This design comes from an exercise in tuning for small area, a short achievable clock period and few clock cycles per item on the open sky130 flow, not from production work. The RTL was checked by simulation tests, not by an equivalence proof against the original design.

==> flow/design.v (excerpt) <==
module neural_network
(
    input          clk_i,
    input          rstn_i,
    input   [63:0] data_in_i,
    input          fire_i,
    output  [15:0] prediction_o,
    output         done_o
);
clock: 10.0 ns
lec_check: 0
abc_area: 1
cap_margin: 20
core_margin: 2
core_utilization: 45
setup_slack_margin: 3
slew_margin: 20
synth_memory_max_bits: 65536
run.sh (not shown) runs the stock make flow with config.mk's settings and CLKGATE_MAP_FILE= SYNTH_SCRIPT=/design/flow/synth_recipe.tcl, a recipe that flattens the netlist after the stock synthesis.
Testbench counts at the start, summed over its fixed seeds: cycles 4,096, items 2,048.
Then changed:
==> flow/flow/run.sh (new file) <==
#!/bin/bash
# The standard layout with two changes after the standard synthesis:
#  - the platform's delay cells (clkdlybuf4s*, dlygate4sd*, dlymetal6s*) are
#    added to its don't-use list, so the port buffers that placement inserts
#    are plain buffers rather than delay cells;
#  - sizing may swap a cell for one of another footprint
#    (MATCH_CELL_FOOTPRINT=0; the platform sets 1).
# Each step's output goes to its own log.
set -e
bash standard.sh synth > synth.log 2>&1
DU=$(sed -n '/^export DONT_USE_CELLS/,/^$/p' "$FLOW_HOME/platforms/sky130hd/config.mk" \
     | tr -d '\\' | tr -s ' \n' ' ' | sed 's/export DONT_USE_CELLS += //; s/#.*//')
for c in clkdlybuf4s15_1 clkdlybuf4s15_2 clkdlybuf4s18_1 clkdlybuf4s18_2 \
         clkdlybuf4s25_1 clkdlybuf4s25_2 clkdlybuf4s50_1 clkdlybuf4s50_2 \
         dlygate4sd1_1 dlygate4sd2_1 dlygate4sd3_1 \
         dlymetal6s2s_1 dlymetal6s4s_1 dlymetal6s6s_1; do
    DU="$DU sky130_fd_sc_hd__$c"
done
echo "DONT_USE_CELLS=$DU" > dont_use.log
bash standard.sh "DONT_USE_CELLS=$DU" MATCH_CELL_FOOTPRINT=0 finish > layout.log 2>&1
==> flow/standard.sh (new file) <==
#!/bin/bash
# synth_recipe.tcl (not shown) runs the flow's synth.tcl, then flattens the netlist and writes it again
# the make line also repeats each setting of config.mk as NAME=value (left out here)
make -C /OpenROAD-flow-scripts/flow DESIGN_CONFIG=/design/flow/config.mk WORK_HOME=/design/flow/orfs CLKGATE_MAP_FILE= SYNTH_SCRIPT=/design/flow/synth_recipe.tcl "${@:-finish}"
removed: flow/run.sh
=>
- register-to-register slack improved by 0.07 ns
- routed wire length rose by 1.9%
- final area fell by 1.6%
- setup slack got worse by 0.024 ns
- non-clock buffer count rose by 22
- clock skew rose by 0.014 ns
- synthesized cell count is unchanged
- fmax fell by about 0.36%
- global-route usage rose by 0.58 points
- hold slack improved by 0.091 ns

run A:
Another version of the RTL of neural_network (not shown whole).
For scale: roughly 47000 µm² of cells after synthesis.
clock: 10.0 ns
lec_check: 0
abc_area: 1
cap_margin: 20
core_margin: 2
core_utilization: 60
place_density: 0.75
setup_slack_margin: 1
slew_margin: 20
synth_memory_max_bits: 65536
standard.sh (not shown) runs the stock make flow with config.mk's settings and CLKGATE_MAP_FILE= SYNTH_SCRIPT=/design/flow/synth_recipe.tcl, a recipe that flattens the netlist after the stock synthesis.
==> flow/flow/run.sh <==
#!/bin/bash
# The standard layout with two changes after the standard synthesis:
#  - the platform's delay cells (clkdlybuf4s*, dlygate4sd*, dlymetal6s*) are
#    added to its don't-use list, so the port buffers that placement inserts
#    are plain buffers rather than delay cells;
#  - sizing may swap a cell for one of another footprint
#    (MATCH_CELL_FOOTPRINT=0; the platform sets 1).
# Each step's output goes to its own log.
set -e
bash standard.sh synth > synth.log 2>&1
DU=$(sed -n '/^export DONT_USE_CELLS/,/^$/p' "$FLOW_HOME/platforms/sky130hd/config.mk" \
     | tr -d '\\' | tr -s ' \n' ' ' | sed 's/export DONT_USE_CELLS += //; s/#.*//')
for c in clkdlybuf4s15_1 clkdlybuf4s15_2 clkdlybuf4s18_1 clkdlybuf4s18_2 \
         clkdlybuf4s25_1 clkdlybuf4s25_2 clkdlybuf4s50_1 clkdlybuf4s50_2 \
         dlygate4sd1_1 dlygate4sd2_1 dlygate4sd3_1 \
         dlymetal6s2s_1 dlymetal6s4s_1 dlymetal6s6s_1; do
    DU="$DU sky130_fd_sc_hd__$c"
done
echo "DONT_USE_CELLS=$DU" > dont_use.log
bash standard.sh "DONT_USE_CELLS=$DU" MATCH_CELL_FOOTPRINT=0 finish > layout.log 2>&1
Status(run A) = ERROR, stage = global routing
Testbench counts of run A, summed over its fixed seeds: cycles 2,048, items 2,048.
Changes in run B relative to run A:
Settings: CORE_UTILIZATION now 45, was 60; SETUP_SLACK_MARGIN now 0.6, was 1; PLACE_DENSITY no longer set, was 0.75.
Run B: no failed stages, no open violations at the end
Summary of run B over run A: die boundary width up about 15%; XOR/XNOR share of the synthesized area barely changed; number of flip-flops and latches in the synthesized netlist neither gained nor lost much; count of unique library cells instantiated by Yosys has remained practically unchanged.
On number of cells upsized or downsized after cts: run B sits below run A.
Run A -> run B: count of H-tree levels built during CTS delta 0, exact match
On post-place instance area: between run A and run B, it ends up lower for run A.
Against run A, run B reports a worst-case setup slack after placement that is higher.
Changes observed in run B relative to run A: number of clock sinks seen by CTS ~0 delta; routability congestion estimate -about 5.5%; number of cells after detailed placement +about 5.6%.
diff inputs: run B => run C
Settings: PLACE_DENSITY newly set to 0.75; CORE_UTILIZATION changed from 45 to 60; SETUP_SLACK_MARGIN changed from 0.6 to 0.5.
[summary]
The remaining runs in run B and run C completed every stage, whereas run C halted early. Min number of cell rows across run B and run C: run C. Re synthesized cell count: no difference whatsoever between run B and run C. Run C reports a lower width of the chip than run B does. Comparing number of cells upsized or downsized after cts for run B and run C, the bigger number came from run B. Run C vs run B, count of buffers added by post-CTS timing repair for setup went down by 9. Placed instance area, run C vs run B: down by a few percent.
#### Input delta (run D over run C)
Settings: changing SETUP_SLACK_MARGIN from 0.5 to 1; changing CORE_UTILIZATION from 60 to 45; removing PLACE_DENSITY (formerly 0.75).
Notes after the runs:
- Run D: all stages complete, timing, DRC and antenna checks passed
- Run C -> run D: number of H-tree branching levels delta 0, exact match
- Total instance count after detailed placement delta for run D relative to run C: 495 higher
- Compared run C against run D; post-synthesis instance total within noise.
- Run D vs run C — post-place setup slack rose 0.19 ns.
- Number of buffers added to fix hold violations after cts: run D vs run C — no meaningful difference
- Comparing run C against run D, there is no change at all in number of buffers on the longest clock path.
- Across both runs, post-cts repair resize count was higher for run D than for run C.
- Compared to run C, run D has routability congestion estimate 5.5% lower.

[port drivers added, routing unchanged]
The flow's constraints put no driver on any port. The routed layouts listed below were extracted and timed again, unchanged, in two steps.
Step 1, drivers: a clkbuf_16 drives clk_i and a buf_2 each remaining input, both assumed.
Step 2 moves the port delays by t, midway between the first and last clock arrival at a register: inputs arrive t later, outputs are due t later. That takes back most of the time a late clock gives input paths.
Three values: ideal, step 1, step 2; two values: the first two.
run | shift t [ns] | setup slack, ns | clock arrival spread, ns | slew at the worst register clock pin (ns) | pins driven straight from the clock port
the first run of note 1 | 0.549 | 3.161 / 3.088 / 2.796 | 0.018 / 0.018 | 0.08 / 0.08 | 1
the second run of note 1 | 0.560 | 3.137 / 3.070 / 2.900 | 0.033 / 0.033 | 0.10 / 0.10 | 1
run B | 0.420 | 0.683 / 0.634 / 0.845 | 0.053 / 0.053 | 0.11 / 0.11 | 1
run D | 0.421 | 0.673 / 0.624 / 1.045 | 0.054 / 0.053 | 0.11 / 0.11 | 1
After both steps every run listed still meets setup and hold. For the first run of note 1, which loses most, drivers alone change the setup slack by -0.073 ns; drivers and shift together by -0.365 ns.
